This is an optimization exercise on Yosys and OpenROAD, whose aim is small area and a short achievable clock period, not a production implementation.
Only simulation tests tie the RTL to the original design; equivalence was not proved.
No activity file was given, so power comes from the tool's default toggle rates.

==> flow/design.v, too long to show whole: its modules and the start of the top module <==
// module gen_clk: 63 lines
// module baud_rate_gen: 28 lines
// module uart_rx: 116 lines
// module uart_tx: 91 lines
// module Fifo: 82 lines
// module button_sync: 24 lines
// module uart_ascii_decoder: 80 lines
// module control_unit: 77 lines
// module clock_core: 99 lines
// module stopwatch: 198 lines
// module stopwatch_mem: 17 lines
// module watch_top: 107 lines
// module sr04_controller: 141 lines
// module dht11_controller: 166 lines
// module uart_ascii_sender: 278 lines
// module fnd_controller: 84 lines
// module Top: 324 lines
module Top (
  input        iClk,
  input        iRst,
  input        iRx,
  output       oTx,
  input        iSw0,
  input        iSw1,
  input        iSw2,
  input        iSw3,
  input        iBtnC,
  input        iBtnU,
  input        iBtnD,
  input        iBtnL,
  input        iBtnR,
  input        iSr04Echo,
  output       oSr04Trig,
  input        iDht11Data,
  output       oDht11DataLow,
  output [3:0] oFndCom,
  output [7:0] oFndFont
);
  // ...
==> flow/run.sh <==
#!/bin/bash
# synth_recipe.tcl (not shown) runs the flow's synth.tcl, then flattens the netlist and writes it again
# the make line also repeats each setting of config.mk as NAME=value (left out here)
make -C /OpenROAD-flow-scripts/flow DESIGN_CONFIG=/design/flow/config.mk WORK_HOME=/design/flow/orfs CLKGATE_MAP_FILE= SYNTH_SCRIPT=/design/flow/synth_recipe.tcl finish
==> flow/config.mk <==
export PLATFORM = sky130hd
export DESIGN_NAME = Top
export DESIGN_NICKNAME = Top
export VERILOG_FILES = /design/flow/design.v
export SDC_FILE = /design/flow/constraint.sdc
export NUM_CORES = 4
export LEC_CHECK = 0
export CAP_MARGIN = 20
export CORE_MARGIN = 2
export CORE_UTILIZATION = 40
export SLEW_MARGIN = 20
==> flow/constraint.sdc <==
create_clock -name core_clock -period 70.0 [get_ports {iClk}]
set_input_delay 14.0000 -clock core_clock [delete_from_list [all_inputs] [get_ports {iClk}]]
set_output_delay 14.0000 -clock core_clock [all_outputs]
set_load 0.01 [all_outputs]
==> results.json, run 1 <==
{
  "syn_to_final_growth_pct": 12.1,
  "worstSetupEndpointType": "output port",
  "buffer_area_share_pct": 1.50,
  "reg2reg_from": "u_uart_ascii_sender.rSnapSr04Cm[8]",
  "dp.cells": 9561,
  "yosys.area.top_type": "edfxtp_1",
  "multiInputGateArea_um2": 30700,
  "grtUsageMet2_pct": 35.9,
  "use_met3_pct": 4.02,
  "dp_hpwl_mm": 148,
  "yosysSeqAreaShare_pct": 60.3,
  "ios": 29,
  "inv_count": 194,
  "drc_errors": 0,
  "synth_most_common_cell": "edfxtp_1",
  "synth_area_leaders": "edfxtp_1, dfrtp_1, nand2_1",
  "reg2regPathDepth": 28,
  "status": "no timing/DRC/antenna violations",
  "powerSeq_w": 0.00114,
  "crit_end": "oFndFont[5]",
  "avgSynthCellArea_um2": 11.6,
  "max-vdd-ir-drop_mv": 0.0292,
  "multi_input_area_share_pct": 33.6,
  "slew_headroom_pct": 18.7,
  "place_congestion": 0.908,
  "critPathMaxStageDelay_ps": 910,
  "biggestCellCategory": "registers",
  "cp.arrival_ps": 24530,
  "synth_cells": 7009,
  "synth_warnings": 18,
  "p_leak_nw": 35.6,
  "synth-edff-count": 1096,
  "startpoint_type": "input port",
  "ys_async_sr_fraction_pct": 37.3,
  "dieArea_um2": 208000,
  "p_comb_w": 0.000578,
  "dieHeight_um": 456,
  "grt_usage_pct": 22.4
}
==> module gen_clk, before the edit <==
module gen_clk #(
  parameter CNT_100HZ_MAX = 1_000_000,
  parameter CNT_1KHZ_MAX  = 100_000,
  parameter CNT_1US_MAX   = 100
) (
  input  iClk,
  input  iRst,
  output reg oClk100hz,
  output reg oClk1khz,
  output reg oTick1us
);
  reg [31:0] rCnt100hz;
  always @(posedge iClk or posedge iRst) begin
    if (iRst) begin
      rCnt100hz <= 0;
      oClk100hz <= 0;
    end
    else begin
      if (rCnt100hz >= CNT_100HZ_MAX - 1) begin
        rCnt100hz <= 0;
        oClk100hz <= 1'b1;
      end
      else begin
        rCnt100hz <= rCnt100hz + 1;
        oClk100hz <= 1'b0;
      end
    end
  end
  reg [31:0] rCnt1khz;
  always @(posedge iClk or posedge iRst) begin
    if (iRst) begin
      rCnt1khz <= 0;
      oClk1khz <= 0;
    end
    else begin
      if (rCnt1khz >= CNT_1KHZ_MAX - 1) begin
        rCnt1khz <= 0;
        oClk1khz <= 1'b1;
      end
      else begin
        rCnt1khz <= rCnt1khz + 1;
        oClk1khz <= 1'b0;
      end
    end
  end
  reg [31:0] rCnt1us;
  always @(posedge iClk or posedge iRst) begin
    if (iRst) begin
      rCnt1us <= 0;
      oTick1us <= 0;
    end
    else begin
      if (rCnt1us >= CNT_1US_MAX - 1) begin
        rCnt1us <= 0;
        oTick1us <= 1'b1;
      end
      else begin
        rCnt1us <= rCnt1us + 1;
        oTick1us <= 1'b0;
      end
    end
  end
endmodule
==> module baud_rate_gen, before the edit <==
module baud_rate_gen #(
  parameter CLK_FREQ = 100_000_000,
  parameter BAUD_RATE = 9600
)(
  input  wire iClk,
  input  wire iRst,
  output wire oTick16x
);
  localparam CNT_MAX = CLK_FREQ / (BAUD_RATE * 16);
  localparam CNT_WIDTH = ($clog2(CNT_MAX) > 0) ? $clog2(CNT_MAX) : 1;
  reg [CNT_WIDTH-1:0] rCnt;
  reg rTick16x;
  always @(posedge iClk or posedge iRst) begin
    if (iRst) begin
      rCnt <= 0;
      rTick16x <= 0;
    end else begin
      if (rCnt >= (CNT_MAX - 1)) begin
        rCnt <= 0;
        rTick16x <= 1;
      end else begin
        rCnt <= rCnt + 1;
        rTick16x <= 0;
      end
    end
  end
  assign oTick16x = rTick16x;
endmodule
==> module uart_rx, before the edit <==
module uart_rx (
  input  wire       iClk,
  input  wire       iRst,  
  input  wire       iTick16x,  
  input  wire       iRx,
  output wire [7:0] oData,
  output wire       oValid
);
  localparam [1:0] IDLE  = 2'b00;
  localparam [1:0] START = 2'b01;
  localparam [1:0] DATA  = 2'b10;
  localparam [1:0] STOP  = 2'b11;
  reg [1:0] rCurState, rNxtState;
  reg [7:0] rData;
  reg [2:0] rBitCnt;
  reg [3:0] rTickCnt;
  reg       rValid;
  reg  rRxSync1, rRxSync2;
  wire wRxSynced;
  always @(posedge iClk or posedge iRst) begin
    if (iRst) begin
      rRxSync1 <= 1'b1;
      rRxSync2 <= 1'b1;
    end else begin
      rRxSync1 <= iRx;
      rRxSync2 <= rRxSync1;
    end
  end
  always @(posedge iClk or posedge iRst) begin
    if (iRst)   rCurState <= IDLE;
    else        rCurState <= rNxtState;
  end
  always @(*) begin
    rNxtState = rCurState;  
    case (rCurState)
      IDLE: begin
        if (wRxSynced == 1'b0) begin 
          rNxtState = START;
        end
      end
      START: begin
        if (iTick16x) begin
          if (rTickCnt == 7) begin
            if (wRxSynced == 1'b0) rNxtState = DATA;
            else                   rNxtState = IDLE;  
          end
        end
      end
      DATA: begin
        if (iTick16x && (rTickCnt == 15)) begin
          if (rBitCnt == 7) rNxtState = STOP;
        end
      end
      STOP: begin
        if (iTick16x && (rTickCnt == 15)) begin
          rNxtState = IDLE;
        end
      end
      default: rNxtState = IDLE;
    endcase
  end
  always @(posedge iClk or posedge iRst) begin
    if (iRst) begin
      rData    <= 0;
      rBitCnt  <= 0;
      rTickCnt <= 0;
      rValid   <= 1'b0;
    end 
    else begin
      rValid <= 1'b0; 
      case (rCurState)
        IDLE: begin
          rTickCnt <= 0;
          rBitCnt  <= 0;
        end
        START: begin
          if (iTick16x) begin
            if (rTickCnt == 7) begin
              rTickCnt <= 0;  
            end else begin
              rTickCnt <= rTickCnt + 1;
            end
          end
        end
        DATA: begin
          if (iTick16x) begin
            if (rTickCnt == 15) begin
              rTickCnt <= 0;
              rData    <= {wRxSynced, rData[7:1]};  
              if (rBitCnt != 7) begin
                rBitCnt <= rBitCnt + 1;
              end
            end else begin
              rTickCnt <= rTickCnt + 1;
            end
          end
        end
        STOP: begin
          if (iTick16x) begin
            if (rTickCnt == 15) begin
              rTickCnt <= 0;
              if (wRxSynced == 1'b1) begin
                rValid <= 1'b1;  
              end
            end else begin
              rTickCnt <= rTickCnt + 1;
            end
          end
        end
      endcase
    end
  end
  assign oData     = rData;
  assign oValid    = rValid;
  assign wRxSynced = rRxSync2;
endmodule
==> module uart_tx, before the edit <==
module uart_tx (
  input  wire       iClk,
  input  wire       iRst,  
  input  wire       iTick16x,  
  input  wire [7:0] iData,
  input  wire       iValid,
  output wire       oTx,
  output wire       oBusy
);
  localparam [1:0] IDLE  = 2'b00;
  localparam [1:0] START = 2'b01;
  localparam [1:0] DATA  = 2'b10;
  localparam [1:0] STOP  = 2'b11;
  reg [1:0] rCurState, rNxtState;
  reg [7:0] rShiftReg;  
  reg [2:0] rBitCnt;
  reg [3:0] rTickCnt;
  reg       rTx;
  always @(posedge iClk or posedge iRst) begin
    if (iRst)   rCurState <= IDLE;
    else        rCurState <= rNxtState;
  end
  always @(*) begin
    rNxtState = rCurState;  
    case (rCurState)
      IDLE: begin
        if (iValid) rNxtState = START;
      end
      START: begin
        if (iTick16x && (rTickCnt == 15)) begin
          rNxtState = DATA;
        end
      end
      DATA: begin
        if (iTick16x && (rTickCnt == 15)) begin
          if (rBitCnt == 7) rNxtState = STOP;
        end
      end
      STOP: begin
        if (iTick16x && (rTickCnt == 15)) begin
          rNxtState = IDLE;
        end
      end
      default: rNxtState = IDLE;
    endcase
  end
  always @(posedge iClk or posedge iRst) begin
    if (iRst) begin
      rShiftReg <= 0;
      rBitCnt   <= 0;
      rTickCnt  <= 0;
      rTx       <= 1'b1;  
    end else begin
      if (iTick16x) rTickCnt <= rTickCnt + 1;
      case (rCurState)
        IDLE: begin
          rTx <= 1'b1;
          rTickCnt <= 0;
          rBitCnt  <= 0;
          if (iValid) begin
            rShiftReg <= iData;  
          end
        end
        START: begin
          rTx <= 1'b0;  
          if (iTick16x && (rTickCnt == 15)) begin
             rTickCnt <= 0;  
          end
        end
        DATA: begin
          rTx <= rShiftReg[0]; 
          if (iTick16x && (rTickCnt == 15)) begin
            rTickCnt <= 0;
            rShiftReg <= {1'b0, rShiftReg[7:1]};
            if (rBitCnt != 7) begin
              rBitCnt <= rBitCnt + 1;
            end
          end
        end
        STOP: begin
          rTx <= 1'b1;  
          if (iTick16x && (rTickCnt == 15)) begin
             rTickCnt <= 0;
          end
        end
      endcase
    end
  end
  assign oTx   = rTx;
  assign oBusy = (rCurState != IDLE);
endmodule
==> module Fifo, before the edit <==
module Fifo #(
  parameter integer P_DATA_WIDTH = 8,
  parameter integer P_FIFO_DEPTH = 16
)(
  input  wire                    iClk,
  input  wire                    iRst,
  input  wire                    iPush,
  input  wire [P_DATA_WIDTH-1:0] iPushData,
  output wire                    oFull,
  input  wire                    iPop,
  output wire [P_DATA_WIDTH-1:0] oPopData,
  output wire                    oEmpty
);
  localparam integer LP_ADDR_WIDTH = (P_FIFO_DEPTH <= 2) ? 1 : $clog2(P_FIFO_DEPTH);
  localparam integer LP_CNT_WIDTH  = $clog2(P_FIFO_DEPTH + 1);
  localparam [1:0] IDLE     = 2'd0;
  localparam [1:0] PUSH_ONLY = 2'd1;
  localparam [1:0] POP_ONLY  = 2'd2;
  localparam [1:0] PUSH_POP  = 2'd3;
  reg [1:0] rCurState;
  reg [1:0] rNxtState;
  reg [P_DATA_WIDTH-1:0] rMem [0:P_FIFO_DEPTH-1];
  reg [LP_ADDR_WIDTH-1:0] rWrPtr;
  reg [LP_ADDR_WIDTH-1:0] rRdPtr;
  reg [LP_CNT_WIDTH-1:0]  rCount;
  wire wPushReq;
  wire wPopReq;
  function [LP_ADDR_WIDTH-1:0] f_inc_ptr;
    input [LP_ADDR_WIDTH-1:0] ptr;
    begin
      if (ptr == (P_FIFO_DEPTH - 1)) f_inc_ptr = {LP_ADDR_WIDTH{1'b0}};
      else                           f_inc_ptr = ptr + 1'b1;
    end
  endfunction
  assign oEmpty   = (rCount == {LP_CNT_WIDTH{1'b0}});
  assign oFull    = (rCount == P_FIFO_DEPTH[LP_CNT_WIDTH-1:0]);
  assign wPushReq = iPush && !oFull;
  assign wPopReq  = iPop && !oEmpty;
  assign oPopData = rMem[rRdPtr];
  always @(*) begin
    rNxtState = IDLE;
    case (rCurState)
      IDLE, PUSH_ONLY, POP_ONLY, PUSH_POP: begin
        case ({wPushReq, wPopReq})
          2'b10: rNxtState = PUSH_ONLY;
          2'b01: rNxtState = POP_ONLY;
          2'b11: rNxtState = PUSH_POP;
          default: rNxtState = IDLE;
        endcase
      end
      default: rNxtState = IDLE;
    endcase
  end
  always @(posedge iClk or posedge iRst) begin
    if (iRst) begin
      rCurState <= IDLE;
      rWrPtr    <= {LP_ADDR_WIDTH{1'b0}};
      rRdPtr    <= {LP_ADDR_WIDTH{1'b0}};
      rCount    <= {LP_CNT_WIDTH{1'b0}};
    end else begin
      rCurState <= rNxtState;
      case (rNxtState)
        PUSH_ONLY: begin
          rMem[rWrPtr] <= iPushData;
          rWrPtr       <= f_inc_ptr(rWrPtr);
          rCount       <= rCount + 1'b1;
        end
        POP_ONLY: begin
          rRdPtr <= f_inc_ptr(rRdPtr);
          rCount <= rCount - 1'b1;
        end
        PUSH_POP: begin
          rMem[rWrPtr] <= iPushData;
          rWrPtr       <= f_inc_ptr(rWrPtr);
          rRdPtr       <= f_inc_ptr(rRdPtr);
        end
        default: begin
        end
      endcase
    end
  end
endmodule
==> module button_sync, before the edit <==
module button_sync #(
  parameter P_BUTTON_WIDTH = 5
) (
  input wire                      iClk,
  input wire                      iRst,
  input wire [P_BUTTON_WIDTH-1:0] iButtonRaw,
  output wire [P_BUTTON_WIDTH-1:0] oButtonEdge
);
  reg [P_BUTTON_WIDTH-1:0] rSync1;
  reg [P_BUTTON_WIDTH-1:0] rSync2;
  reg [P_BUTTON_WIDTH-1:0] rPrev;
  always @(posedge iClk or posedge iRst) begin
    if (iRst) begin
      rSync1 <= {P_BUTTON_WIDTH{1'b0}};
      rSync2 <= {P_BUTTON_WIDTH{1'b0}};
      rPrev  <= {P_BUTTON_WIDTH{1'b0}};
    end else begin
      rSync1 <= iButtonRaw;
      rSync2 <= rSync1;
      rPrev  <= rSync2;
    end
  end
  assign oButtonEdge = rSync2 & ~rPrev;
endmodule
==> run 2: changes to the inputs <==
==> flow/design.v (replaced) <==
`timescale 1ns / 1ps
module gen_clk (
  input        iClk,
  input        iRst,
  output       oTick100Hz,
  output       oTick1us,
  output       oTick16x,
  output [1:0] oPhase,      
  output [1:0] oFndSel,     
  output       oBlink       
);
  reg [9:0] rCnt;       
  reg       rStarted;   
  reg [3:0] rCnt10;     
  wire wTick10 = rCnt10[3] & rCnt10[1];
  always @(posedge iClk or posedge iRst) begin
    if (iRst) begin
      rCnt     <= 10'd0;
      rStarted <= 1'b0;
      rCnt10   <= 4'd0;
    end else begin
      rCnt     <= rCnt + 1'b1;
      rStarted <= 1'b1;
      rCnt10   <= wTick10 ? 4'd1 : rCnt10 + 1'b1;
    end
  end
  assign oTick100Hz = wTick10;
  assign oTick1us   = rStarted & ~rCnt[0];
  assign oTick16x   = rStarted & (rCnt[1:0] == 2'd0);
  assign oPhase     = rCnt[1:0];
  assign oFndSel    = rStarted ? (rCnt[6:5] - {1'b0, (rCnt[4:0] == 5'd0)}) : 2'd0;
  assign oBlink     = rCnt[9];
endmodule
`timescale 1ns / 1ps
module baud_rate_gen (
  input  wire iClk,
  input  wire iRst,
  output wire oTick16x
);
  assign oTick16x = 1'b0;
endmodule
`timescale 1ns / 1ps
module uart_rx (
  input  wire       iClk,
  input  wire       iRst,
  input  wire       iTick16x,
  input  wire [1:0] iPhase,    
  input  wire       iRx,
  output wire [7:0] oData,
  output wire       oValid
);
  localparam [1:0] IDLE  = 2'b00;
  localparam [1:0] START = 2'b01;
  localparam [1:0] DATA  = 2'b10;
  localparam [1:0] STOP  = 2'b11;
  reg [1:0] rState;
  reg [7:0] rData;
  reg [6:0] rCnt;      
  reg       rPend;     
  reg       rRxSync1, rRxSync2;
  wire wRx = rRxSync2;
  always @(posedge iClk or posedge iRst) begin
    if (iRst) begin
      rRxSync1 <= 1'b1;
      rRxSync2 <= 1'b1;
    end else begin
      rRxSync1 <= iRx;
      rRxSync2 <= rRxSync1;
    end
  end
  always @(posedge iClk or posedge iRst) begin
    if (iRst) begin
      rState <= IDLE;
      rData  <= 8'd0;
      rCnt   <= 7'd0;
      rPend  <= 1'b0;
    end else begin
      if (iPhase == 2'd3) rPend <= 1'b0;
      case (rState)
        IDLE: begin
          rCnt <= 7'd0;
          if (!wRx) rState <= START;
        end
        START: begin
          if (iTick16x) begin
            if (rCnt[2:0] == 3'd7) begin
              rCnt   <= 7'd0;
              rState <= wRx ? IDLE : DATA;
            end else begin
              rCnt <= rCnt + 1'b1;
            end
          end
        end
        DATA: begin
          if (iTick16x) begin
            rCnt <= rCnt + 1'b1;
            if (rCnt[3:0] == 4'd15) begin
              rData <= {wRx, rData[7:1]};
              if (rCnt[6:4] == 3'd7) rState <= STOP;
            end
          end
        end
        STOP: begin
          if (iTick16x) begin
            rCnt <= rCnt + 1'b1;
            if (rCnt[3:0] == 4'd15) begin
              rState <= IDLE;
              if (wRx) rPend <= 1'b1;
            end
          end
        end
      endcase
    end
  end
  assign oData  = rData;
  assign oValid = rPend & (iPhase == 2'd3);
endmodule
`timescale 1ns / 1ps
module uart_tx (
  input  wire       iClk,
  input  wire       iRst,
  input  wire       iTick16x,
  input  wire [7:0] iData,
  input  wire       iValid,
  output wire       oTx,
  output wire       oBusy
);
  localparam [1:0] IDLE  = 2'b00;
  localparam [1:0] START = 2'b01;
  localparam [1:0] DATA  = 2'b10;
  localparam [1:0] STOP  = 2'b11;
  reg [1:0] rState;
  reg [7:0] rShift;
  reg [6:0] rCnt;    
  reg       rTx;
  wire wBitEnd = iTick16x & (rCnt[3:0] == 4'd15);
  always @(posedge iClk or posedge iRst) begin
    if (iRst) begin
      rState <= IDLE;
      rShift <= 8'd0;
      rCnt   <= 7'd0;
      rTx    <= 1'b1;
    end else begin
      if (iTick16x) rCnt <= rCnt + 1'b1;
      case (rState)
        IDLE: begin
          rTx  <= 1'b1;
          rCnt <= 7'd0;
          if (iValid) begin
            rShift <= iData;
            rState <= START;
          end
        end
        START: begin
          rTx <= 1'b0;
          if (wBitEnd) begin
            rCnt   <= 7'd0;
            rState <= DATA;
          end
        end
        DATA: begin
          rTx <= rShift[0];
          if (wBitEnd) begin
            rShift <= {1'b0, rShift[7:1]};
            if (rCnt[6:4] == 3'd7) rState <= STOP;
          end
        end
        STOP: begin
          rTx <= 1'b1;
          if (wBitEnd) rState <= IDLE;
        end
      endcase
    end
  end
  assign oTx   = rTx;
  assign oBusy = (rState != IDLE);
endmodule
`timescale 1ns / 1ps
module Fifo (
  input  wire       iClk,
  input  wire       iRst,
  input  wire       iPush,
  input  wire [7:0] iPushData,
  output wire       oFull,
  input  wire       iPop,
  output wire [7:0] oPopData,
  output wire       oEmpty
);
  reg [7:0] rMem [0:15];
  reg [4:0] rWrPtr;
  reg [4:0] rRdPtr;
  assign oEmpty   = (rWrPtr == rRdPtr);
  assign oFull    = (rWrPtr == {~rRdPtr[4], rRdPtr[3:0]});
  assign oPopData = rMem[rRdPtr[3:0]];
  wire wPush = iPush & ~oFull;
  wire wPop  = iPop & ~oEmpty;
  always @(posedge iClk) begin
    if (wPush) rMem[rWrPtr[3:0]] <= iPushData;
  end
  always @(posedge iClk or posedge iRst) begin
    if (iRst) begin
      rWrPtr <= 5'd0;
      rRdPtr <= 5'd0;
    end else begin
      if (wPush) rWrPtr <= rWrPtr + 1'b1;
      if (wPop)  rRdPtr <= rRdPtr + 1'b1;
    end
  end
endmodule
`timescale 1ns / 1ps
module button_sync #(
  parameter P_BUTTON_WIDTH = 5
) (
  input wire                       iClk,
  input wire                       iRst,
  input wire  [P_BUTTON_WIDTH-1:0] iButtonRaw,
  output wire [P_BUTTON_WIDTH-1:0] oButtonEdge
);
  reg [P_BUTTON_WIDTH-1:0] rSync1;
  reg [P_BUTTON_WIDTH-1:0] rSync2;
  reg [P_BUTTON_WIDTH-1:0] rPrev;
  always @(posedge iClk or posedge iRst) begin
    if (iRst) begin
      rSync1 <= {P_BUTTON_WIDTH{1'b0}};
      rSync2 <= {P_BUTTON_WIDTH{1'b0}};
      rPrev  <= {P_BUTTON_WIDTH{1'b0}};
    end else begin
      rSync1 <= iButtonRaw;
      rSync2 <= rSync1;
      rPrev  <= rSync2;
    end
  end
  assign oButtonEdge = rSync2 & ~rPrev;
endmodule
`timescale 1ns / 1ps
module uart_ascii_decoder (
  input  wire [7:0] iRxData,
  input  wire       iRxValid,
  output wire       oBtnC,
  output wire       oBtnU,
  output wire       oBtnD,
  output wire       oBtnL,
  output wire       oBtnR,
  output wire       oTglSw0,
  output wire       oTglSw1,
  output wire       oTglSw2,
  output wire       oTglSw3,
  output wire       oClrSwTgl,
  output wire       oReqWatchRpt,
  output wire       oReqSr04Rpt,
  output wire       oReqTempRpt,
  output wire       oReqHumRpt
);
  wire       wLetter = iRxValid & (iRxData[7:6] == 2'b01);
  wire [4:0] wL      = iRxData[4:0];
  wire       wDigit  = iRxValid & (iRxData[7:3] == 5'b00110);  
  wire [2:0] wD      = iRxData[2:0];
  assign oBtnC        = wLetter & (wL == 5'h03);   
  assign oBtnU        = wLetter & (wL == 5'h15);   
  assign oBtnD        = wLetter & (wL == 5'h04);   
  assign oBtnL        = wLetter & (wL == 5'h0C);   
  assign oBtnR        = wLetter & (wL == 5'h12);   
  assign oClrSwTgl    = wLetter & (wL == 5'h18);   
  assign oReqWatchRpt = wLetter & (wL == 5'h17);   
  assign oReqSr04Rpt  = wLetter & (wL == 5'h13);   
  assign oReqTempRpt  = wLetter & (wL == 5'h14);   
  assign oReqHumRpt   = wLetter & (wL == 5'h08);   
  assign oTglSw0 = wDigit & (wD[2:1] == 2'd0);     
  assign oTglSw1 = wDigit & (wD[2:1] == 2'd1);     
  assign oTglSw2 = wDigit & (wD[2:1] == 2'd2);     
  assign oTglSw3 = wDigit & (wD == 3'd6);          
endmodule
`timescale 1ns / 1ps
module control_unit (
  input  wire       iClk,
  input  wire       iRst,
  input  wire [3:0] iSw,           
  input  wire [4:0] iPhysBtn,      
  input  wire [4:0] iDecBtn,       
  input  wire [3:0] iDecTglSw,
  input  wire       iDecClrSwTgl,
  output wire [3:0] oSwTgl,        
  output wire [3:0] oSwEff,        
  output wire [4:0] oBtn           
);
  reg [3:0] rSwTgl;
  always @(posedge iClk or posedge iRst) begin
    if (iRst)              rSwTgl <= 4'b0000;
    else if (iDecClrSwTgl) rSwTgl <= 4'b0000;
    else                   rSwTgl <= rSwTgl ^ iDecTglSw;
  end
  assign oSwTgl = rSwTgl;
  assign oSwEff = iSw ^ rSwTgl;
  assign oBtn   = iPhysBtn | iDecBtn;
endmodule
`timescale 1ns / 1ps
module clock_core (
  input            iClk,
  input            iRst,
  input            iTick,
  input            iBtnRunStop,
  input            iBtnInc,
  input            iBtnDec,
  input            iBtnLeft,
  input            iBtnRight,
  output reg       oHourT,      
  output reg [3:0] oHourO,      
  output reg [2:0] oMinT,
  output reg [3:0] oMinO,
  output reg [2:0] oSecT,
  output reg [3:0] oSecO,
  output reg [3:0] oCentiT,
  output reg [3:0] oCentiO,
  output reg [1:0] oEditState   
);
  localparam RUN       = 2'd0;
  localparam EDIT_SEC  = 2'd1;
  localparam EDIT_MIN  = 2'd2;
  localparam EDIT_HOUR = 2'd3;
  wire wCentiMax = (oCentiT == 4'd9) & (oCentiO == 4'd9);
  wire wSecMax   = (oSecT == 3'd5) & (oSecO == 4'd9);
  wire wMinMax   = (oMinT == 3'd5) & (oMinO == 4'd9);
  wire wSecZero  = (oSecT == 3'd0) & (oSecO == 4'd0);
  wire wMinZero  = (oMinT == 3'd0) & (oMinO == 4'd0);
  wire wHour12   = oHourT & (oHourO == 4'd2);
  wire wHour1    = ~oHourT & (oHourO == 4'd1);
  always @(posedge iClk or posedge iRst) begin
    if (iRst) begin
      oCentiT    <= 4'd0;
      oCentiO    <= 4'd0;
      oSecT      <= 3'd0;
      oSecO      <= 4'd0;
      oMinT      <= 3'd0;
      oMinO      <= 4'd0;
      oHourT     <= 1'b1;    
      oHourO     <= 4'd2;
      oEditState <= RUN;
    end else begin
      if (iBtnRunStop) oEditState <= (oEditState == RUN) ? EDIT_SEC : RUN;
      if (oEditState == RUN) begin
        if (iTick) begin
          if (oCentiO == 4'd9) begin
            oCentiO <= 4'd0;
            oCentiT <= (oCentiT == 4'd9) ? 4'd0 : oCentiT + 1'b1;
          end else begin
            oCentiO <= oCentiO + 1'b1;
          end
          if (wCentiMax) begin
            if (oSecO == 4'd9) begin
              oSecO <= 4'd0;
              oSecT <= (oSecT == 3'd5) ? 3'd0 : oSecT + 1'b1;
            end else begin
              oSecO <= oSecO + 1'b1;
            end
            if (wSecMax) begin
              if (oMinO == 4'd9) begin
                oMinO <= 4'd0;
                oMinT <= (oMinT == 3'd5) ? 3'd0 : oMinT + 1'b1;
              end else begin
                oMinO <= oMinO + 1'b1;
              end
              if (wMinMax) begin
                if (wHour12)                begin oHourT <= 1'b0; oHourO <= 4'd1; end
                else if (oHourO == 4'd9)    begin oHourT <= 1'b1; oHourO <= 4'd0; end
                else                        oHourO <= oHourO + 1'b1;
              end
            end
          end
        end
      end else begin
        if (iBtnLeft) begin
          case (oEditState)
            EDIT_SEC:  oEditState <= EDIT_MIN;
            EDIT_MIN:  oEditState <= EDIT_HOUR;
            default:   oEditState <= EDIT_SEC;
          endcase
        end else if (iBtnRight) begin
          case (oEditState)
            EDIT_SEC:  oEditState <= EDIT_HOUR;
            EDIT_MIN:  oEditState <= EDIT_SEC;
            default:   oEditState <= EDIT_MIN;
          endcase
        end
        if (iBtnInc) begin
          case (oEditState)
            EDIT_SEC: begin
              oCentiT <= 4'd0;
              oCentiO <= 4'd0;
              if (oSecO == 4'd9) begin
                oSecO <= 4'd0;
                oSecT <= (oSecT == 3'd5) ? 3'd0 : oSecT + 1'b1;
              end else begin
                oSecO <= oSecO + 1'b1;
              end
            end
            EDIT_MIN: begin
              if (oMinO == 4'd9) begin
                oMinO <= 4'd0;
                oMinT <= (oMinT == 3'd5) ? 3'd0 : oMinT + 1'b1;
              end else begin
                oMinO <= oMinO + 1'b1;
              end
            end
            default: begin
              if (wHour12)             begin oHourT <= 1'b0; oHourO <= 4'd1; end
              else if (oHourO == 4'd9) begin oHourT <= 1'b1; oHourO <= 4'd0; end
              else                     oHourO <= oHourO + 1'b1;
            end
          endcase
        end else if (iBtnDec) begin
          case (oEditState)
            EDIT_SEC: begin
              oCentiT <= 4'd0;
              oCentiO <= 4'd0;
              if (wSecZero) begin
                oSecT <= 3'd5;
                oSecO <= 4'd9;
              end else if (oSecO == 4'd0) begin
                oSecT <= oSecT - 1'b1;
                oSecO <= 4'd9;
              end else begin
                oSecO <= oSecO - 1'b1;
              end
            end
            EDIT_MIN: begin
              if (wMinZero) begin
                oMinT <= 3'd5;
                oMinO <= 4'd9;
              end else if (oMinO == 4'd0) begin
                oMinT <= oMinT - 1'b1;
                oMinO <= 4'd9;
              end else begin
                oMinO <= oMinO - 1'b1;
              end
            end
            default: begin
              if (wHour1)              begin oHourT <= 1'b1; oHourO <= 4'd2; end
              else if (oHourO == 4'd0) begin oHourT <= 1'b0; oHourO <= 4'd9; end
              else                     oHourO <= oHourO - 1'b1;
            end
          endcase
        end
      end
    end
  end
endmodule
`timescale 1ns / 1ps
module stopwatch (
  input            iClk,
  input            iRst,
  input            iTick,
  input            iRunStop,
  input            iClear,
  input            iRecordNext,
  input            iRecordPrev,
  output reg [6:0] oHour,
  output reg [6:0] oMin,
  output reg [6:0] oSec,
  output reg [6:0] oCentisec
);
  localparam [1:0] IDLE  = 2'b00;
  localparam [1:0] RUN   = 2'b01;
  localparam [1:0] STOP  = 2'b10;
  localparam [1:0] CLEAR = 2'b11;
  reg [1:0] rState;
  reg [6:0] rHour;
  reg [5:0] rMin;
  reg [5:0] rSec;
  reg [6:0] rCentisec;
  reg [4:0] rCount;      
  reg [4:0] rRdAddr;     
  reg       rViewing;
  wire wInClear  = (rState == CLEAR);
  wire wClearEnd = (rRdAddr == 5'd30);
  wire wLapWrite = (rState == RUN) & iRunStop & ~iClear & (rCount != 5'd30);
  always @(posedge iClk or posedge iRst) begin
    if (iRst) rState <= IDLE;
    else if (wInClear) begin
      if (wClearEnd) rState <= IDLE;
    end
    else if (iClear)   rState <= CLEAR;
    else if (iRunStop) rState <= (rState == RUN) ? STOP : RUN;
  end
  always @(posedge iClk or posedge iRst) begin
    if (iRst) begin
      rHour     <= 7'd0;
      rMin      <= 6'd0;
      rSec      <= 6'd0;
      rCentisec <= 7'd0;
    end else if (iTick) begin
      if (rState == RUN) begin
        if (rCentisec == 7'd99) begin
          rCentisec <= 7'd0;
          if (rSec == 6'd59) begin
            rSec <= 6'd0;
            if (rMin == 6'd59) begin
              rMin  <= 6'd0;
              rHour <= (rHour == 7'd99) ? 7'd0 : rHour + 1'b1;
            end else begin
              rMin <= rMin + 1'b1;
            end
          end else begin
            rSec <= rSec + 1'b1;
          end
        end else begin
          rCentisec <= rCentisec + 1'b1;
        end
      end else if (rState != STOP) begin
        rHour     <= 7'd0;
        rMin      <= 6'd0;
        rSec      <= 6'd0;
        rCentisec <= 7'd0;
      end
    end
  end
  always @(posedge iClk or posedge iRst) begin
    if (iRst)                     rCount <= 5'd0;
    else if (wInClear || iClear)  rCount <= 5'd0;
    else if (wLapWrite)           rCount <= rCount + 1'b1;
  end
  always @(posedge iClk or posedge iRst) begin
    if (iRst) begin
      rRdAddr  <= 5'd0;
      rViewing <= 1'b0;
    end else if (wInClear) begin
      rRdAddr  <= rRdAddr + 1'b1;
      rViewing <= 1'b0;
    end else if (iClear) begin
      rRdAddr  <= 5'd0;
      rViewing <= 1'b0;
    end else if ((rState == RUN) || iRunStop) begin
      rViewing <= 1'b0;
    end else if (rState == STOP) begin
      if (iRecordNext) begin
        if (!rViewing && (rCount != 5'd0)) begin
          rRdAddr  <= 5'd0;
          rViewing <= 1'b1;
        end else if (rViewing && (rRdAddr + 1'b1 != rCount)) begin
          rRdAddr <= rRdAddr + 1'b1;
        end
      end else if (iRecordPrev && rViewing) begin
        if (rRdAddr != 5'd0) rRdAddr  <= rRdAddr - 1'b1;
        else                 rViewing <= 1'b0;
      end
    end
  end
  wire [25:0] wMemRData;
  stopwatch_mem u_mem (
    .iClk  (iClk),
    .iWE   (wLapWrite),
    .iWAddr(rCount),
    .iWData({rHour, rMin, rSec, rCentisec}),
    .iRAddr(rRdAddr),
    .oRData(wMemRData)
  );
  always @(*) begin
    if (wInClear) begin
      oHour     = 7'd99;
      oMin      = 7'd99;
      oSec      = 7'd99;
      oCentisec = 7'd99;
    end else if (rViewing) begin
      oHour     = wMemRData[25:19];
      oMin      = {1'b0, wMemRData[18:13]};
      oSec      = {1'b0, wMemRData[12:7]};
      oCentisec = wMemRData[6:0];
    end else begin
      oHour     = rHour;
      oMin      = {1'b0, rMin};
      oSec      = {1'b0, rSec};
      oCentisec = rCentisec;
    end
  end
endmodule
`timescale 1ns / 1ps
module stopwatch_mem (
  input  wire        iClk,
  input  wire        iWE,
  input  wire [4:0]  iWAddr,
  input  wire [25:0] iWData,
  input  wire [4:0]  iRAddr,
  output wire [25:0] oRData
);
  reg [25:0] rMem [0:29];
  always @(posedge iClk) begin
    if (iWE) rMem[iWAddr] <= iWData;
  end
  assign oRData = rMem[iRAddr];
endmodule
`timescale 1ns / 1ps
module watch_top (
  input        iClk,
  input        iRst,
  input        iTick100Hz,
  input        iSw0,        
  input        iBtnCEdge,
  input        iBtnREdge,
  input        iBtnLEdge,
  input        iBtnUEdge,
  input        iBtnDEdge,
  output       oClkHourT,
  output [3:0] oClkHourO,
  output [2:0] oClkMinT,
  output [3:0] oClkMinO,
  output [2:0] oClkSecT,
  output [3:0] oClkSecO,
  output [3:0] oClkCentiT,
  output [3:0] oClkCentiO,
  output [1:0] oEditState,
  output [6:0] oSwHour,
  output [6:0] oSwMin,
  output [6:0] oSwSec,
  output [6:0] oSwCenti
);
  clock_core u_clock_core (
    .iClk       (iClk),
    .iRst       (iRst),
    .iTick      (iTick100Hz),
    .iBtnRunStop(iSw0 & iBtnCEdge),
    .iBtnInc    (iSw0 & iBtnUEdge),
    .iBtnDec    (iSw0 & iBtnDEdge),
    .iBtnLeft   (iSw0 & iBtnLEdge),
    .iBtnRight  (iSw0 & iBtnREdge),
    .oHourT     (oClkHourT),
    .oHourO     (oClkHourO),
    .oMinT      (oClkMinT),
    .oMinO      (oClkMinO),
    .oSecT      (oClkSecT),
    .oSecO      (oClkSecO),
    .oCentiT    (oClkCentiT),
    .oCentiO    (oClkCentiO),
    .oEditState (oEditState)
  );
  stopwatch u_stopwatch (
    .iClk       (iClk),
    .iRst       (iRst),
    .iTick      (iTick100Hz),
    .iRunStop   (~iSw0 & iBtnCEdge),
    .iClear     (~iSw0 & iBtnUEdge),
    .iRecordNext(~iSw0 & iBtnREdge),
    .iRecordPrev(~iSw0 & iBtnLEdge),
    .oHour      (oSwHour),
    .oMin       (oSwMin),
    .oSec       (oSwSec),
    .oCentisec  (oSwCenti)
  );
endmodule
`timescale 1ns / 1ps
module sr04_controller (
  input  wire        iClk,
  input  wire        iRst,
  input  wire        iTickUs,
  input  wire        iEcho,
  input  wire        iStart,
  output reg         oTrig,
  output wire [10:0] oDistBcd,    
  output reg         oDistanceValid
);
  localparam [2:0] IDLE      = 3'd0;
  localparam [2:0] START     = 3'd1;
  localparam [2:0] WAIT_ECHO = 3'd2;
  localparam [2:0] MEASURE   = 3'd3;
  localparam [2:0] DONE      = 3'd4;
  reg [2:0] rState;
  reg [5:0] rCnt58;    
  reg [2:0] rDistH;
  reg [3:0] rDistT;
  reg [3:0] rDistO;
  reg       rEchoSync1, rEchoSync2;
  always @(posedge iClk or posedge iRst) begin
    if (iRst) begin
      rEchoSync1 <= 1'b0;
      rEchoSync2 <= 1'b0;
    end else begin
      rEchoSync1 <= iEcho;
      rEchoSync2 <= rEchoSync1;
    end
  end
  wire wTimeout = (rDistH == 3'd5) & (rDistT == 4'd1) & (rDistO == 4'd7) & (rCnt58 == 6'd14);
  wire wTrigEnd = (rCnt58 == 6'd11);
  wire wNonZero = (rCnt58 != 6'd0) | (rDistH != 3'd0) | (rDistT != 4'd0) | (rDistO != 4'd0);
  reg wCount;    
  reg wClear;    
  always @(*) begin
    wCount = 1'b0;
    wClear = 1'b0;
    case (rState)
      START:     begin wClear = wTrigEnd; wCount = iTickUs; end
      WAIT_ECHO: begin wClear = rEchoSync2; wCount = iTickUs & ~wTimeout; end
      MEASURE:   wCount = iTickUs & rEchoSync2 & ~wTimeout;
      default:   ;
    endcase
  end
  always @(posedge iClk or posedge iRst) begin
    if (iRst) begin
      rState         <= IDLE;
      rCnt58         <= 6'd0;
      rDistH         <= 3'd0;
      rDistT         <= 4'd0;
      rDistO         <= 4'd0;
      oTrig          <= 1'b0;
      oDistanceValid <= 1'b0;
    end else begin
      oTrig <= 1'b0;
      case (rState)
        IDLE: begin
          if (iStart) begin
            rState         <= START;
            rCnt58         <= 6'd0;
            oDistanceValid <= 1'b0;
          end
        end
        START: begin
          if (wTrigEnd) rState <= WAIT_ECHO;
          else          oTrig  <= 1'b1;
        end
        WAIT_ECHO: begin
          if (rEchoSync2)    rState <= MEASURE;
          else if (wTimeout) rState <= IDLE;
        end
        MEASURE: begin
          if (!rEchoSync2)   rState <= DONE;
          else if (wTimeout) rState <= IDLE;
        end
        DONE: begin
          rState <= IDLE;
          if (wNonZero) oDistanceValid <= 1'b1;
        end
        default: rState <= IDLE;
      endcase
      if (wClear) begin
        rCnt58 <= 6'd0;
        rDistH <= 3'd0;
        rDistT <= 4'd0;
        rDistO <= 4'd0;
      end else if (wCount) begin
        if ((rState != START) && (rCnt58 == 6'd57)) begin
          rCnt58 <= 6'd0;
          if (rDistO == 4'd9) begin
            rDistO <= 4'd0;
            if (rDistT == 4'd9) begin
              rDistT <= 4'd0;
              rDistH <= rDistH + 1'b1;
            end else begin
              rDistT <= rDistT + 1'b1;
            end
          end else begin
            rDistO <= rDistO + 1'b1;
          end
        end else begin
          rCnt58 <= rCnt58 + 1'b1;
        end
      end
    end
  end
  assign oDistBcd = {rDistH, rDistT, rDistO};
endmodule
`timescale 1ns / 1ps
module dht11_controller #(
  parameter integer START_LOW_US          = 1000,
  parameter integer START_RELEASE_US      = 30,
  parameter integer RESP_TIMEOUT_US       = 200,
  parameter integer BIT_TIMEOUT_US        = 120,
  parameter integer BIT_LOW_US            = 50,
  parameter integer BIT_HIGH_THRESHOLD_US = 40
)(
  input  wire      iClk,
  input  wire      iRst,
  input  wire      iTickUs,
  input  wire      iStart,
  input  wire      iData,
  output wire      oDataLow,
  output reg [7:0] oHumInt,
  output reg [7:0] oTempInt,
  output reg       oDataValid
);
  localparam [2:0] IDLE       = 3'd0;
  localparam [2:0] START_LOW  = 3'd1;
  localparam [2:0] START_HIGH = 3'd2;
  localparam [2:0] WAIT_LOW   = 3'd3;
  localparam [2:0] WAIT_HIGH  = 3'd4;
  localparam [2:0] LOW_BIT    = 3'd5;
  localparam [2:0] HIGH_BIT   = 3'd6;
  localparam [2:0] DONE       = 3'd7;
  reg [2:0] rState;
  reg [2:0] rNxt;
  reg [9:0] rStepUsCnt;
  reg [5:0] rHighUsCnt;     
  reg [5:0] rBitIdx;
  reg [7:0] rShift;         
  reg [7:0] rRxHum;
  reg [7:0] rRxTemp;
  reg [7:0] rSum;           
  reg       rHighSeen;
  reg       rRespHighSeen;
  reg       rDataSync1, rDataSync2;
  wire wD        = rDataSync2;
  wire wBitValue = (rHighUsCnt == BIT_HIGH_THRESHOLD_US);
  wire wRespTo   = (rStepUsCnt >= RESP_TIMEOUT_US);
  assign oDataLow = (rState == START_LOW);
  always @(posedge iClk or posedge iRst) begin
    if (iRst) begin
      rDataSync1 <= 1'b1;
      rDataSync2 <= 1'b1;
    end else begin
      rDataSync1 <= iData;
      rDataSync2 <= rDataSync1;
    end
  end
  always @(*) begin
    rNxt = rState;
    case (rState)
      IDLE:       if (iStart) rNxt = START_LOW;
      START_LOW:  if (rStepUsCnt >= START_LOW_US) rNxt = START_HIGH;
      START_HIGH: if (rStepUsCnt >= START_RELEASE_US) rNxt = WAIT_LOW;
      WAIT_LOW: begin
        if (!wD)          rNxt = WAIT_HIGH;
        else if (wRespTo) rNxt = IDLE;
      end
      WAIT_HIGH: begin
        if (!rRespHighSeen) begin
          if (!wD && wRespTo) rNxt = IDLE;
        end else begin
          if (!wD)          rNxt = LOW_BIT;
          else if (wRespTo) rNxt = IDLE;
        end
      end
      LOW_BIT:    if (rStepUsCnt >= BIT_LOW_US) rNxt = HIGH_BIT;
      HIGH_BIT: begin
        if (rHighSeen && !wD)                 rNxt = (rBitIdx == 6'd39) ? DONE : LOW_BIT;
        else if (rStepUsCnt >= BIT_TIMEOUT_US) rNxt = IDLE;
      end
      default:    rNxt = IDLE;
    endcase
  end
  wire wStay    = (rNxt == rState);
  wire wCapture = (rState == HIGH_BIT) & rHighSeen & ~wD;    
  wire [7:0] wByte = {rShift[6:0], wBitValue};
  always @(posedge iClk or posedge iRst) begin
    if (iRst) begin
      rState        <= IDLE;
      rStepUsCnt    <= 10'd0;
      rHighUsCnt    <= 6'd0;
      rBitIdx       <= 6'd0;
      rShift        <= 8'd0;
      rRxHum        <= 8'd0;
      rRxTemp       <= 8'd0;
      rSum          <= 8'd0;
      rHighSeen     <= 1'b0;
      rRespHighSeen <= 1'b0;
      oHumInt       <= 8'd0;
      oTempInt      <= 8'd0;
      oDataValid    <= 1'b0;
    end else begin
      rState <= rNxt;
      if (!wStay)       rStepUsCnt <= 10'd0;
      else if (iTickUs) rStepUsCnt <= rStepUsCnt + 1'b1;
      if (rState == WAIT_LOW)  rRespHighSeen <= 1'b0;
      if ((rState == WAIT_HIGH) && wStay && wD) rRespHighSeen <= 1'b1;
      if (rState == WAIT_HIGH) rBitIdx <= 6'd0;
      if (rState == LOW_BIT) begin
        rHighUsCnt <= 6'd0;
        rHighSeen  <= 1'b0;
      end
      if ((rState == HIGH_BIT) && wStay && wD) begin
        rHighSeen <= 1'b1;
        if (iTickUs && !wBitValue) rHighUsCnt <= rHighUsCnt + 1'b1;
      end
      if (wCapture) begin
        rShift  <= wByte;
        rBitIdx <= rBitIdx + 1'b1;
        if (rBitIdx[2:0] == 3'd7) begin
          case (rBitIdx[5:3])
            3'd0: begin rRxHum <= wByte; rSum <= wByte; end
            3'd2: begin rRxTemp <= wByte; rSum <= rSum + wByte; end
            3'd4: ;                               
            default: rSum <= rSum + wByte;
          endcase
        end
      end
      if (rState == DONE) begin
        if (rSum == rShift) begin
          oHumInt    <= rRxHum;
          oTempInt   <= rRxTemp;
          oDataValid <= 1'b1;
        end
      end
    end
  end
endmodule
`timescale 1ns / 1ps
module uart_ascii_sender (
  input  wire       iClk,
  input  wire       iRst,
  input  wire       iTxFifoFull,
  output wire [7:0] oTxData,
  output wire       oTxPushValid,
  input  wire [7:0] iLoopData,
  input  wire       iLoopValid,
  input  wire       iReqWatchReport,
  input  wire       iReqSr04Report,
  input  wire       iReqTempReport,
  input  wire       iReqHumReport,
  input  wire       iWatchBcd,       
  input  wire [6:0] iWatchHour,
  input  wire [6:0] iWatchMin,
  input  wire [6:0] iWatchSec,
  input  wire [10:0] iSr04Bcd,       
  input  wire       iSr04Valid,
  input  wire [7:0] iDhtHumInt,
  input  wire [7:0] iDhtTempInt,
  input  wire       iDhtDataValid
);
  localparam [1:0] ST_IDLE   = 2'd0;
  localparam [1:0] ST_LOAD   = 2'd1;
  localparam [1:0] ST_ASSERT = 2'd2;
  localparam [2:0] SRC_LOOP  = 3'd0;
  localparam [2:0] SRC_WATCH = 3'd1;
  localparam [2:0] SRC_SR04  = 3'd2;
  localparam [2:0] SRC_TEMP  = 3'd3;
  localparam [2:0] SRC_HUM   = 3'd4;
  reg [1:0]  rState;
  reg [2:0]  rSrc;
  reg [4:0]  rIdx;
  reg        rPush;
  reg        rLoopPending, rWatchPending, rSr04Pending, rTempPending, rHumPending;
  reg [7:0]  rLoopBuf;
  reg [21:0] rSnap;
  reg [4:0] wLast;
  always @(*) begin
    case (rSrc)
      SRC_WATCH: wLast = 5'd17;
      SRC_SR04:  wLast = 5'd13;
      SRC_TEMP:  wLast = 5'd11;
      SRC_HUM:   wLast = 5'd10;
      default:   wLast = 5'd0;
    endcase
  end
  wire wMore = (rIdx != wLast);
  wire wAnyPending = rLoopPending | rWatchPending | rSr04Pending | rTempPending | rHumPending;
  always @(posedge iClk or posedge iRst) begin
    if (iRst) begin
      rState        <= ST_IDLE;
      rSrc          <= SRC_LOOP;
      rIdx          <= 5'd0;
      rPush         <= 1'b0;
      rLoopPending  <= 1'b0;
      rWatchPending <= 1'b0;
      rSr04Pending  <= 1'b0;
      rTempPending  <= 1'b0;
      rHumPending   <= 1'b0;
      rLoopBuf      <= 8'd0;
      rSnap         <= 22'd0;
    end else begin
      rPush <= 1'b0;
      if (rPush && wMore) rIdx <= rIdx + 1'b1;
      if (iLoopValid) begin
        rLoopPending <= 1'b1;
        rLoopBuf     <= iLoopData;
      end
      if (iReqWatchReport) rWatchPending <= 1'b1;
      if (iReqSr04Report)  rSr04Pending  <= 1'b1;
      if (iReqTempReport)  rTempPending  <= 1'b1;
      if (iReqHumReport)   rHumPending   <= 1'b1;
      case (rState)
        ST_IDLE: begin
          if (wAnyPending) begin
            rState <= ST_LOAD;
            rIdx   <= 5'd0;
          end
          if (rLoopPending) begin
            rSrc         <= SRC_LOOP;
            rLoopPending <= 1'b0;
            rSnap[7:0]   <= iLoopValid ? iLoopData : rLoopBuf;
          end else if (rWatchPending) begin
            rSrc          <= SRC_WATCH;
            rWatchPending <= 1'b0;
            rSnap         <= {iWatchBcd, iWatchHour, iWatchMin, iWatchSec};
          end else if (rSr04Pending) begin
            rSrc          <= SRC_SR04;
            rSr04Pending  <= 1'b0;
            rSnap[11:0]   <= {iSr04Valid, iSr04Bcd};
          end else if (rTempPending) begin
            rSrc          <= SRC_TEMP;
            rTempPending  <= 1'b0;
            rSnap[8:0]    <= {iDhtDataValid, iDhtTempInt};
          end else if (rHumPending) begin
            rSrc          <= SRC_HUM;
            rHumPending   <= 1'b0;
            rSnap[8:0]    <= {iDhtDataValid, iDhtHumInt};
          end
        end
        ST_LOAD: rState <= ST_ASSERT;
        default: begin
          if (!iTxFifoFull) begin
            rPush  <= 1'b1;
            rState <= wMore ? ST_LOAD : ST_IDLE;
          end
        end
      endcase
    end
  end
  reg [6:0] wWatchField;
  always @(*) begin
    case (rIdx)
      5'd8, 5'd9:   wWatchField = rSnap[20:14];
      5'd11, 5'd12: wWatchField = rSnap[13:7];
      default:      wWatchField = rSnap[6:0];
    endcase
  end
  wire [7:0] wConvIn = (rSrc == SRC_WATCH) ? {1'b0, wWatchField} : rSnap[7:0];
  wire [3:0] wConvT  = (wConvIn / 8'd10) % 8'd10;
  wire [3:0] wConvO  = wConvIn % 8'd10;
  reg wTens;
  always @(*) begin
    case (rSrc)
      SRC_WATCH: wTens = (rIdx == 5'd8) | (rIdx == 5'd11) | (rIdx == 5'd14);
      SRC_TEMP:  wTens = (rIdx == 5'd7);
      default:   wTens = (rIdx == 5'd6);
    endcase
  end
  wire       wBcd   = (rSrc == SRC_WATCH) & rSnap[21];
  wire [3:0] wDigit = wBcd  ? (wTens ? {1'b0, wWatchField[6:4]} : wWatchField[3:0])
                            : (wTens ? wConvT : wConvO);
  wire [7:0] wAsc   = {4'h3, wDigit};
  reg [7:0] rChar;
  always @(*) begin
    rChar = " ";
    case (rSrc)
      SRC_LOOP: rChar = rSnap[7:0];
      SRC_WATCH: begin
        case (rIdx)
          5'd0:  rChar = 8'h0D;
          5'd1:  rChar = 8'h0A;
          5'd2:  rChar = "W";
          5'd3:  rChar = "A";
          5'd4:  rChar = "T";
          5'd5:  rChar = "C";
          5'd6:  rChar = "H";
          5'd7:  rChar = " ";
          5'd10: rChar = ":";
          5'd13: rChar = ":";
          5'd16: rChar = 8'h0D;
          5'd17: rChar = 8'h0A;
          5'd8, 5'd9, 5'd11, 5'd12, 5'd14, 5'd15: rChar = wAsc;
          default: rChar = " ";
        endcase
      end
      SRC_SR04: begin
        case (rIdx)
          5'd0:  rChar = 8'h0D;
          5'd1:  rChar = 8'h0A;
          5'd2:  rChar = "S";
          5'd3:  rChar = "R";
          5'd4:  rChar = "0";
          5'd5:  rChar = "4";
          5'd6:  rChar = " ";
          5'd7:  rChar = rSnap[11] ? {5'b00110, rSnap[10:8]} : "-";
          5'd8:  rChar = rSnap[11] ? {4'h3, rSnap[7:4]} : "-";
          5'd9:  rChar = rSnap[11] ? {4'h3, rSnap[3:0]} : "-";
          5'd10: rChar = "c";
          5'd11: rChar = "m";
          5'd12: rChar = 8'h0D;
          5'd13: rChar = 8'h0A;
          default: rChar = " ";
        endcase
      end
      SRC_TEMP: begin
        case (rIdx)
          5'd0:  rChar = 8'h0D;
          5'd1:  rChar = 8'h0A;
          5'd2:  rChar = "T";
          5'd3:  rChar = "E";
          5'd4:  rChar = "M";
          5'd5:  rChar = "P";
          5'd6:  rChar = " ";
          5'd7, 5'd8: rChar = rSnap[8] ? wAsc : "-";
          5'd9:  rChar = "C";
          5'd10: rChar = 8'h0D;
          5'd11: rChar = 8'h0A;
          default: rChar = " ";
        endcase
      end
      default: begin
        case (rIdx)
          5'd0:  rChar = 8'h0D;
          5'd1:  rChar = 8'h0A;
          5'd2:  rChar = "H";
          5'd3:  rChar = "U";
          5'd4:  rChar = "M";
          5'd5:  rChar = " ";
          5'd6, 5'd7: rChar = rSnap[8] ? wAsc : "-";
          5'd8:  rChar = "%";
          5'd9:  rChar = 8'h0D;
          5'd10: rChar = 8'h0A;
          default: rChar = " ";
        endcase
      end
    endcase
  end
  assign oTxData      = rChar;
  assign oTxPushValid = rPush;
endmodule
`timescale 1ns / 1ps
module fnd_controller (
  input  [1:0] iSel,
  input  [3:0] iSwEff,        
  input        iBlink,
  input  [1:0] iEditState,
  input        iClkHourT,
  input  [3:0] iClkHourO,
  input  [2:0] iClkMinT,
  input  [3:0] iClkMinO,
  input  [2:0] iClkSecT,
  input  [3:0] iClkSecO,
  input  [3:0] iClkCentiT,
  input  [3:0] iClkCentiO,
  input  [6:0] iSwHour,
  input  [6:0] iSwMin,
  input  [6:0] iSwSec,
  input  [6:0] iSwCenti,
  input        iSr04Valid,
  input [10:0] iSr04Bcd,
  input        iDhtValid,
  input  [6:0] iDhtTemp,
  input  [6:0] iDhtHum,
  output [7:0] oFndFont,
  output [3:0] oFndCom
);
  function [3:0] f_digit;    
    input [6:0] v;
    input       tens;
    begin
      f_digit = tens ? (v / 7'd10) : (v % 7'd10);
    end
  endfunction
  function [6:0] f_seg;      
    input [3:0] d;
    begin
      case (d)
        4'd0: f_seg = 7'h40;
        4'd1: f_seg = 7'h79;
        4'd2: f_seg = 7'h24;
        4'd3: f_seg = 7'h30;
        4'd4: f_seg = 7'h19;
        4'd5: f_seg = 7'h12;
        4'd6: f_seg = 7'h02;
        4'd7: f_seg = 7'h78;
        4'd8: f_seg = 7'h00;
        4'd9: f_seg = 7'h10;
        default: f_seg = 7'h7F;
      endcase
    end
  endfunction
  reg [3:0] wClkHm, wClkSc, wSr04;
  always @(*) begin
    case (iSel)
      2'd0: begin wClkHm = iClkMinO;            wClkSc = iClkCentiO;          wSr04 = iSr04Bcd[3:0]; end
      2'd1: begin wClkHm = {1'b0, iClkMinT};    wClkSc = iClkCentiT;          wSr04 = iSr04Bcd[7:4]; end
      2'd2: begin wClkHm = iClkHourO;           wClkSc = iClkSecO;            wSr04 = {1'b0, iSr04Bcd[10:8]}; end
      default: begin wClkHm = {3'b0, iClkHourT}; wClkSc = {1'b0, iClkSecT};   wSr04 = 4'd0; end
    endcase
  end
  wire [3:0] wSwHm = f_digit(iSel[1] ? iSwHour : iSwMin,   iSel[0]);
  wire [3:0] wSwSc = f_digit(iSel[1] ? iSwSec  : iSwCenti, iSel[0]);
  wire [3:0] wDht  = iDhtValid ? f_digit(iSel[1] ? iDhtTemp : iDhtHum, iSel[0]) : 4'd0;
  wire [3:0] wSr   = iSr04Valid ? wSr04 : 4'd0;
  wire [3:0] wWatch = iSwEff[0] ? (iSwEff[1] ? wClkHm : wClkSc)
                                : (iSwEff[1] ? wSwHm  : wSwSc);
  wire [3:0] wSens  = iSwEff[3] ? wDht : wSr;
  wire [3:0] wDigit = iSwEff[2] ? wSens : wWatch;
  assign oFndFont = {(iSel != 2'd2), f_seg(wDigit)};
  wire wBlinkOn = ~iSwEff[2] & iSwEff[0] & iBlink;
  wire wHi = wBlinkOn & (((iEditState == 2'd1) & ~iSwEff[1]) | ((iEditState == 2'd3) & iSwEff[1]));
  wire wLo = wBlinkOn & (iEditState == 2'd2) & iSwEff[1];
  wire [3:0] wCom = ~(4'b0001 << iSel);
  assign oFndCom = wCom | {wHi, wHi, wLo, wLo};
endmodule
`timescale 1ns / 1ps
module Top (
  input        iClk,
  input        iRst,
  input        iRx,
  output       oTx,
  input        iSw0,
  input        iSw1,
  input        iSw2,
  input        iSw3,
  input        iBtnC,
  input        iBtnU,
  input        iBtnD,
  input        iBtnL,
  input        iBtnR,
  input        iSr04Echo,
  output       oSr04Trig,
  input        iDht11Data,
  output       oDht11DataLow,
  output [3:0] oFndCom,
  output [7:0] oFndFont
);
  wire       wTick100Hz, wTick1us, wTick16x, wBlink;
  wire [1:0] wPhase, wFndSel;
  gen_clk u_gen_clk (
    .iClk      (iClk),
    .iRst      (iRst),
    .oTick100Hz(wTick100Hz),
    .oTick1us  (wTick1us),
    .oTick16x  (wTick16x),
    .oPhase    (wPhase),
    .oFndSel   (wFndSel),
    .oBlink    (wBlink)
  );
  wire [7:0] wRxData;
  wire       wRxValid;
  uart_rx u_uart_rx (
    .iClk    (iClk),
    .iRst    (iRst),
    .iTick16x(wTick16x),
    .iPhase  (wPhase),
    .iRx     (iRx),
    .oData   (wRxData),
    .oValid  (wRxValid)
  );
  wire [4:0] wDecBtn;
  wire [3:0] wDecTgl;
  wire       wDecClr, wReqW, wReqS, wReqT, wReqH;
  uart_ascii_decoder u_dec (
    .iRxData     (wRxData),
    .iRxValid    (wRxValid),
    .oBtnC       (wDecBtn[4]),
    .oBtnU       (wDecBtn[3]),
    .oBtnD       (wDecBtn[2]),
    .oBtnL       (wDecBtn[1]),
    .oBtnR       (wDecBtn[0]),
    .oTglSw0     (wDecTgl[0]),
    .oTglSw1     (wDecTgl[1]),
    .oTglSw2     (wDecTgl[2]),
    .oTglSw3     (wDecTgl[3]),
    .oClrSwTgl   (wDecClr),
    .oReqWatchRpt(wReqW),
    .oReqSr04Rpt (wReqS),
    .oReqTempRpt (wReqT),
    .oReqHumRpt  (wReqH)
  );
  wire [4:0] wPhysBtn;
  button_sync #(.P_BUTTON_WIDTH(5)) u_button_sync (
    .iClk       (iClk),
    .iRst       (iRst),
    .iButtonRaw ({iBtnC, iBtnU, iBtnD, iBtnL, iBtnR}),
    .oButtonEdge(wPhysBtn)
  );
  wire [3:0] wSwTgl, wSwEff;
  wire [4:0] wBtn;    
  control_unit u_control_unit (
    .iClk        (iClk),
    .iRst        (iRst),
    .iSw         ({iSw3, iSw2, iSw1, iSw0}),
    .iPhysBtn    (wPhysBtn),
    .iDecBtn     (wDecBtn),
    .iDecTglSw   (wDecTgl),
    .iDecClrSwTgl(wDecClr),
    .oSwTgl      (wSwTgl),
    .oSwEff      (wSwEff),
    .oBtn        (wBtn)
  );
  wire wSr04Start  = wBtn[4] &  wSwEff[2] & ~wSwEff[3];
  wire wDht11Start = wBtn[4] &  wSwEff[2] &  wSwEff[3];
  wire       wClkHourT;
  wire [3:0] wClkHourO, wClkMinO, wClkSecO, wClkCentiT, wClkCentiO;
  wire [2:0] wClkMinT, wClkSecT;
  wire [1:0] wEditState;
  wire [6:0] wSwHour, wSwMin, wSwSec, wSwCenti;
  watch_top u_watch_top (
    .iClk      (iClk),
    .iRst      (iRst),
    .iTick100Hz(wTick100Hz),
    .iSw0      (wSwEff[0]),
    .iBtnCEdge (wBtn[4]),
    .iBtnUEdge (wBtn[3]),
    .iBtnDEdge (wBtn[2]),
    .iBtnLEdge (wBtn[1]),
    .iBtnREdge (wBtn[0]),
    .oClkHourT (wClkHourT),
    .oClkHourO (wClkHourO),
    .oClkMinT  (wClkMinT),
    .oClkMinO  (wClkMinO),
    .oClkSecT  (wClkSecT),
    .oClkSecO  (wClkSecO),
    .oClkCentiT(wClkCentiT),
    .oClkCentiO(wClkCentiO),
    .oEditState(wEditState),
    .oSwHour   (wSwHour),
    .oSwMin    (wSwMin),
    .oSwSec    (wSwSec),
    .oSwCenti  (wSwCenti)
  );
  wire [10:0] wSr04Bcd;
  wire        wSr04Valid;
  sr04_controller u_sr04_controller (
    .iClk          (iClk),
    .iRst          (iRst),
    .iTickUs       (wTick1us),
    .iEcho         (iSr04Echo),
    .iStart        (wSr04Start),
    .oTrig         (oSr04Trig),
    .oDistBcd      (wSr04Bcd),
    .oDistanceValid(wSr04Valid)
  );
  wire [7:0] wDhtHumInt, wDhtTempInt;
  wire       wDhtDataValid;
  dht11_controller #(.START_LOW_US(1000)) u_dht11_controller (
    .iClk      (iClk),
    .iRst      (iRst),
    .iTickUs   (wTick1us),
    .iStart    (wDht11Start),
    .iData     (iDht11Data),
    .oDataLow  (oDht11DataLow),
    .oHumInt   (wDhtHumInt),
    .oTempInt  (wDhtTempInt),
    .oDataValid(wDhtDataValid)
  );
  wire [7:0] wTxData, wTxFifoData;
  wire       wTxPush, wTxFifoFull, wTxFifoEmpty, wTxBusy;
  wire       wTxFifoPop = ~wTxFifoEmpty & ~wTxBusy;
  uart_ascii_sender u_sender (
    .iClk           (iClk),
    .iRst           (iRst),
    .iTxFifoFull    (wTxFifoFull),
    .oTxData        (wTxData),
    .oTxPushValid   (wTxPush),
    .iLoopData      (wRxData),
    .iLoopValid     (wRxValid),
    .iReqWatchReport(wReqW),
    .iReqSr04Report (wReqS),
    .iReqTempReport (wReqT),
    .iReqHumReport  (wReqH),
    .iWatchBcd      (wSwEff[0]),
    .iWatchHour     (wSwEff[0] ? {2'b00, wClkHourT, wClkHourO} : wSwHour),
    .iWatchMin      (wSwEff[0] ? {wClkMinT, wClkMinO} : wSwMin),
    .iWatchSec      (wSwEff[0] ? {wClkSecT, wClkSecO} : wSwSec),
    .iSr04Bcd       (wSr04Bcd),
    .iSr04Valid     (wSr04Valid),
    .iDhtHumInt     (wDhtHumInt),
    .iDhtTempInt    (wDhtTempInt),
    .iDhtDataValid  (wDhtDataValid)
  );
  Fifo u_uart_tx_fifo (
    .iClk     (iClk),
    .iRst     (iRst),
    .iPush    (wTxPush),
    .iPushData(wTxData),
    .oFull    (wTxFifoFull),
    .iPop     (wTxFifoPop),
    .oPopData (wTxFifoData),
    .oEmpty   (wTxFifoEmpty)
  );
  uart_tx u_uart_tx (
    .iClk    (iClk),
    .iRst    (iRst),
    .iTick16x(wTick16x),
    .iData   (wTxFifoData),
    .iValid  (wTxFifoPop),
    .oTx     (oTx),
    .oBusy   (wTxBusy)
  );
  fnd_controller u_fnd_controller (
    .iSel      (wFndSel),
    .iSwEff    (wSwEff),
    .iBlink    (wBlink),
    .iEditState(wEditState),
    .iClkHourT (wClkHourT),
    .iClkHourO (wClkHourO),
    .iClkMinT  (wClkMinT),
    .iClkMinO  (wClkMinO),
    .iClkSecT  (wClkSecT),
    .iClkSecO  (wClkSecO),
    .iClkCentiT(wClkCentiT),
    .iClkCentiO(wClkCentiO),
    .iSwHour   (wSwHour),
    .iSwMin    (wSwMin),
    .iSwSec    (wSwSec),
    .iSwCenti  (wSwCenti),
    .iSr04Valid(wSr04Valid),
    .iSr04Bcd  (wSr04Bcd),
    .iDhtValid (wDhtDataValid),
    .iDhtTemp  (wDhtTempInt[6:0]),
    .iDhtHum   (wDhtHumInt[6:0]),
    .oFndFont  (oFndFont),
    .oFndCom   (oFndCom)
  );
endmodule
==> results.json, run 2 <==
{
  "synth_most_common_cell": "edfxtp_1",
  "critPathKind": "in2out",
  "routed_wl_mm": 149,
  "cts_setup_buffers": 0,
  "synth-edff-count": 908,
  "final_cell_mix": "edfxtp_1, nand2_1, dfrtp_1",
  "synth_top_family_by_area": "multiplexers",
  "largest_reg_flops": 780,
  "dieArea_um2": 143000,
  "dieHeight_um": 378,
  "synth_area_leaders": "edfxtp_1, dfrtp_1, mux4_2",
  "finalClockSkew_ps": 42.8,
  "synth_cells": 4128,
  "place_congestion": 0.905,
  "avgSynthCellArea_um2": 13.5,
  "ios": 29,
  "cts.path.max_buffers": 3,
  "yosys.area.top_type": "edfxtp_1",
  "dp_hpwl_mm": 93.5,
  "pre_cts_slack_ps": 38110,
  "hold_end": "u_button_sync.rSync2[0]",
  "dp.cells": 5929,
  "ys.flop_type": "edfxtp_1",
  "nets": 4285,
  "min_period_over_period_pct": 45.6,
  "p_leak_nw": 23.0,
  "status": "no timing/DRC/antenna violations",
  "slew_headroom_pct": 19.9,
  "yosysSeqAreaShare_pct": 62.2,
  "synth_common_cells": "edfxtp_1, nand2_1, nor2_1",
  "power-per-cell-area_nw_per_um2": 30.7,
  "cp.arrival_ps": 17900,
  "crit_required_ps": 56000,
  "finalWorstSetupSlack_ps": 38100,
  "startpoint_type": "input port",
  "synth_adder_area_share_pct": 2.10,
  "worstMarginPinSlew_ps": 1190,
  "max-cap-violations": 0,
  "ys_async_sr_fraction_pct": 24.7,
  "largestRegisters": "u_watch_top.u_stopwatch.u_mem.rMem x780, u_uart_tx_fifo.rMem x128, u_sender.rSnap x22",
  "synth_warnings": 13,
  "clock_latency_ps": 770,
  "final_common_cell": "edfxtp_1",
  "holdBufCountCts": 0,
  "tns_ps": 0,
  "drc_errors": 0,
  "final-setup-viol-count": 0,
  "post_drt_wl_per_cell_um": 24.2,
  "drt-pass1-iter-count": 8,
  "grt_start_max_net_pins": 86,
  "whs_path_depth": 0,
  "max-vdd-ir-drop_mv": 0.0223,
  "synth_seq_cells": 1206,
  "synthSimpleGateAreaFrac_pct": 9.59,
  "cts_sinks": 1206,
  "reg2regPathDepth": 18,
  "worstSetupEndpointType": "output port",
  "grt_usage_pct": 20.8,
  "hp-start": "u_button_sync.rSync1[0]",
  "synth_area_um2": 55900,
  "coreArea_um2": 139000,
  "syn_to_final_growth_pct": 12.3,
  "reg2reg_from": "u_sender.rIdx[4]",
  "synthDistinctLibCells": 111,
  "rsz0062_at_grt": "false",
  "die_x_um": 378,
  "synth.area.mux_share_pct": 11.7,
  "slew_violations": 0,
  "cp_max_fo": 12,
  "vias_per_cell": 5.76
}
-- run 2: changes by cell type after synthesis, moves of 114 or more --
| cell | change |
|---|---|
| edfxtp_1 | -188 |
| o21ai_0 | -160 |
| nand3_1 | -134 |
| clkbuf_1 | -114 |
| dfrtp_1 | -355 |
| mux4_2 | +172 |
| and3_1 | -176 |
| nand2_1 | -402 |
| nor2_1 | -240 |
-- run 2: cell type report --
type                            count  area [um^2]
Fill cell                       12300        76200
Sequential cell                  1206        34700
Multi-Input combinational cell   2615        20000
Clock buffer                      153         3290
Tap cell                         1876         2350
Timing Repair Buffer              132         1190
Clock inverter                     76          791
Inverter                          105          404
-- run 2: routing by layer --
layer | wire length [um] | track usage (%)
met5 | 0 | 0
met4 | 5670 | 7.39
met3 | 10400 | 4.28
met2 | 68600 | 32.7
met1 | 64300 | 28.5
-- run 2: worst max-delay path by stage --
stage / end / cells after the start / start
6_report: oFndFont[1] / 11 / iSw1
3_3_place_gp: oFndFont[1] / 11 / iSw1
4_1_cts: oFndFont[1] / 11 / iSw1
2_1_floorplan: oFndFont[5] / 12 / iSw1
3_5_place_dp: oFndFont[1] / 11 / iSw1
5_1_grt: oFndFont[1] / 11 / iSw1
-- run 2: power by group --
group          total, W  switching [W]  internal [W]
sequential     0.000825      0.0000377      0.000788
combinational  0.000440       0.000270      0.000171
clock          0.000662       0.000281      0.000381
total           0.00193       0.000588       0.00134
-- run 2: logic make-up after synthesis --
logic type / Yosys count
buf+inv: 307
xor+xnor: 98
flops: 1206
compound gates: 870
fa+ha+maj: 94
mux: 420
simple gates: 1132
other cells: 1
-- run 2: critical path: stages --
cell and delay (ps):
clkdlybuf4s50_1 560, xor2_1 770, o221ai_1 290, o311ai_0 190
nand3b_1 140, a211oi_1 600, inv_1 190, ha_1 330
nor2b_1 130, a21oi_1 130, clkdlybuf4s50_1 550
-- run 2: metrics by stage --
| step | total power [W] | instance area, um^2 | utilization (%) |
|---|---|---|---|
| 2_1_floorplan | 0.00116 | 55900 | - |
| 3_5_place_dp | 0.00128 | 58500 | 42.1 |
| 5_1_grt | 0.00201 | 62800 | 45.2 |
| 4_1_cts | 0.00194 | 62600 | 45.0 |
| 3_3_place_gp | 0.00128 | 58500 | 42.1 |
| 6_report | 0.00193 | 62800 | 45.2 |

Re-timed with assumed drivers on the ports (clkbuf_16 on the clock, buf_2 on other inputs), run 2 has 38.073 ns of setup slack against 38.103 ns with ideal ports, and 38.073 ns once port delays also move by the mid clock arrival of 0.815 ns.
